Context: an optimization exercise on an open-source flow, tuned for small area. The choices shown serve that exercise and are no tape-out recipe. Only simulation tests tie the RTL to the original design; equivalence was not proved. No driver is modelled on the clock port, so clock power and skew are understated where the tree is cut down; a real chip needs a root buffer or a tree. No activity file was given, so power comes from the tool's default toggle rates.

==> flow/design.v <==
module channel(clk, rst, pwmsignal, ratio);
input clk;
input rst;
input pwmsignal;
output [12:0] ratio;
reg [21:0] w;
reg [5:0]  r;
reg [11:0] q;
reg [9:0]  pre;
reg [9:0]  rat;
assign ratio = {3'b000, rat};
localparam [21:0] W_RST = 22'h00d08a;
localparam [21:0] W_END = 22'h006845;
localparam [21:0] W_MSK = 22'h3fffe9;
wire wend = ((w & W_MSK) == (W_END & W_MSK));
wire pend   = r[5] & r[4] & r[3];                           
wire settle = (q[11] & q[10]) |                             
              (~|q[11:6] & ~(q[5] & (q[4] | q[3] | (q[2] & q[1]))));  
wire rwrap  = r[5] & r[4] & r[0];                           
wire q_hi5  = &q[9:5];
wire qsat   = q[11] & ~q[10] & (&q[9:6]) & q[4];            
wire gt48k  = q[11] | q[10] |
              (q_hi5 & (q[4] | q[3] | (q[2] & q[1] & (q[0] | (|r)))));
wire meas   = ~pwmsignal & ~pend & ~settle & gt48k;
wire qinc   = settle | (pwmsignal & rwrap & ~qsat);
wire lo_ge1000 = q_hi5 & (q[4] | q[3]);                     
wire lo_gt1000 = q_hi5 & (q[4] | (q[3] & (|q[2:0])));       
wire in_t    = ~q[11] & q[10] & ~lo_ge1000;                 
wire in_1000 = (q[11] & ~qsat) | (q[10] & lo_gt1000);       
always @(posedge clk or negedge rst)
if (!rst) begin
  w   <= W_RST;
  r   <= 6'd0;
  q   <= 12'd4084;
  pre <= 10'd0;
  rat <= 10'd0;
end else begin
  w <= {w[20:0], ~(w[21] ^ w[20]) ^ wend};
  if (wend)
    rat <= pre;
  if (pend) begin
    r <= {5'd0, pwmsignal};
    q <= 12'd4085;
    if (in_t)
      pre <= q[9:0];
    else if (in_1000)
      pre <= 10'd1000;
  end else begin
    if (qinc)
      q <= {q[11:1] + {10'd0, q[0]}, ~q[0] | (settle & pwmsignal & rwrap)};
    if (pwmsignal)
      r <= rwrap ? 6'd0 : r + 6'd1;
    else if (meas)
      r <= 6'd63;
    else if (settle)
      r <= 6'd0;
  end
end
endmodule
clock: 20.0 ns
lec_check: 0
cap_margin: 20
core_margin: 2
core_utilization: 40
slew_margin: 20
standard.sh (not shown) runs the stock make flow with config.mk's settings and CLKGATE_MAP_FILE= SYNTH_SCRIPT=/design/flow/synth_recipe.tcl, a recipe that flattens the netlist after the stock synthesis.
==> flow/flow/run.sh <==
#!/bin/bash
# Own layout flow: the standard ORFS flow (standard.sh: the standard
# synthesis script, floorplan, power grid, placement, routing) with these
# changes:
#  - synthesis maps logic with flow/abc.script, an area-oriented ABC script,
#    in place of ORFS's abc_speed.script (a copy of ORFS's scripts folder
#    with only that file replaced, used through SCRIPTS_DIR); flip-flop
#    mapping, names and everything else in synthesis are unchanged;
#  - ports are buffered with buf_1 (BUFFER_PORTS_ARGS) instead of the
#    larger cell buffer_ports picks by default;
#  - one tie cell drives the constant outputs (SKIP_REPAIR_TIE_FANOUT);
#  - the clock tree is replaced by CLKBUF_K clkbuf cells, each driving one
#    cluster of nearby flip-flops (flow/clkbuf.tcl, run as the CTS step's
#    PRE hook; it makes that step's clock_tree_synthesis a no-op).  All
#    flip-flops get the clock through one buffer level, with no deliberate
#    skew.
# The whole make output goes to make.log here; ORFS's per-step logs stay
# under orfs/logs.
set -euo pipefail
here=$(pwd)
rm -rf "$here/scripts_abc"
cp -r "$FLOW_HOME/scripts" "$here/scripts_abc"
cp "$here/flow/abc.script" "$here/scripts_abc/abc_speed.script"
export SCRIPTS_DIR="$here/scripts_abc"
export PRE_CTS_TCL="$here/flow/clkbuf.tcl"
export CLKBUF_K=4
export CLKBUF_CELL=sky130_fd_sc_hd__clkbuf_8
export BUFFER_PORTS_ARGS="-buffer_cell sky130_fd_sc_hd__buf_1"
export SKIP_REPAIR_TIE_FANOUT=1
bash standard.sh > "$here/make.log" 2>&1
Other scripts of this flow, unchanged in this note and not shown: flow/flow/abc.script, flow/flow/clkbuf.tcl
Rerun with:
--- a/flow/design.v
+++ b/flow/design.v
@@ -15,4 +15,5 @@
 wire wend = ((w & W_MSK) == (W_END & W_MSK));
 wire pend   = r[5] & r[4] & r[3];                           
+wire mpend  = pend & r[0];                                  
 wire settle = (q[11] & q[10]) |                             
               (~|q[11:6] & ~(q[5] & (q[4] | q[3] | (q[2] & q[1]))));  
@@ -31,7 +32,5 @@
 if (!rst) begin
   w   <= W_RST;
-  r   <= 6'd0;
-  q   <= 12'd4084;
-  pre <= 10'd0;
+  r   <= 6'd56;
   rat <= 10'd0;
 end else begin
@@ -39,21 +38,22 @@
   if (wend)
     rat <= pre;
-  if (pend) begin
+  if (pend)
     r <= {5'd0, pwmsignal};
+  else if (pwmsignal)
+    r <= rwrap ? 6'd0 : r + 6'd1;
+  else if (meas)
+    r <= 6'd63;
+  else if (settle)
+    r <= 6'd0;
+end
+wire upd_t    = mpend & in_t;
+wire upd_1000 = mpend & in_1000;
+wire keep     = ~(upd_t | upd_1000 | (pend & ~r[0]));
+always @(posedge clk) begin
+  if (pend)
     q <= 12'd4085;
-    if (in_t)
-      pre <= q[9:0];
-    else if (in_1000)
-      pre <= 10'd1000;
-  end else begin
-    if (qinc)
-      q <= {q[11:1] + {10'd0, q[0]}, ~q[0] | (settle & pwmsignal & rwrap)};
-    if (pwmsignal)
-      r <= rwrap ? 6'd0 : r + 6'd1;
-    else if (meas)
-      r <= 6'd63;
-    else if (settle)
-      r <= 6'd0;
-  end
+  else
+    q <= {q[11:1] + {10'd0, q[0] & qinc}, (q[0] ^ qinc) | (settle & pwmsignal & rwrap)};
+  pre <= ({10{keep}} & pre) | ({10{upd_t}} & q[9:0]) | ({10{upd_1000}} & 10'd1000);
 end
 endmodule
Result: Die area decreases by 5.8%; clock power goes up by about 1%; worst setup slack improves by 0.32 ns; area after synthesis came out lower by 6.1%; critical path depth increases by 1; first-iteration DRC count rose by 41%; maximum frequency went up by 5.6%; hold slack stays flat; synthesized cell count is lower by 3.1%; wire length shrinks by 1.2%; flip-flop and latch count does not change; global-route usage went up by 0.63 points; power is lower by 2.6%.
No run of this note takes its clock network from TritonCTS; it comes from the design's own scripts or RTL.

-- separate check: timing with driven ports --
How much do the figures lean on ideal ports? The routed layouts below were timed once more, with nothing changed but the port constraints.
Step 1 (the two cells are an assumption about what drives the block):
set clk [get_ports {clk}]
set_driving_cell -lib_cell sky130_fd_sc_hd__clkbuf_16 $clk
set_driving_cell -lib_cell sky130_fd_sc_hd__buf_2 [delete_from_list [all_inputs] $clk]
Step 2, shift: input delay + t, output delay - t, t = (earliest + latest rising clock arrival at the registers) / 2. This alone moves slack from input paths to output paths.
a / b / c = no drivers / after step 1 / after step 2; a / b = the first two.
run	t, ns	slack for setup (ns)	worst setup path at the end
the first run	0.204	13.895 / 13.933 / 13.729	input to register
the second run	0.200	14.217 / 14.250 / 14.050	input to register
After both steps every run listed still meets setup and hold. The setup slack of the second run, which loses most, moves by +0.033 ns with the drivers and by -0.167 ns with both steps.
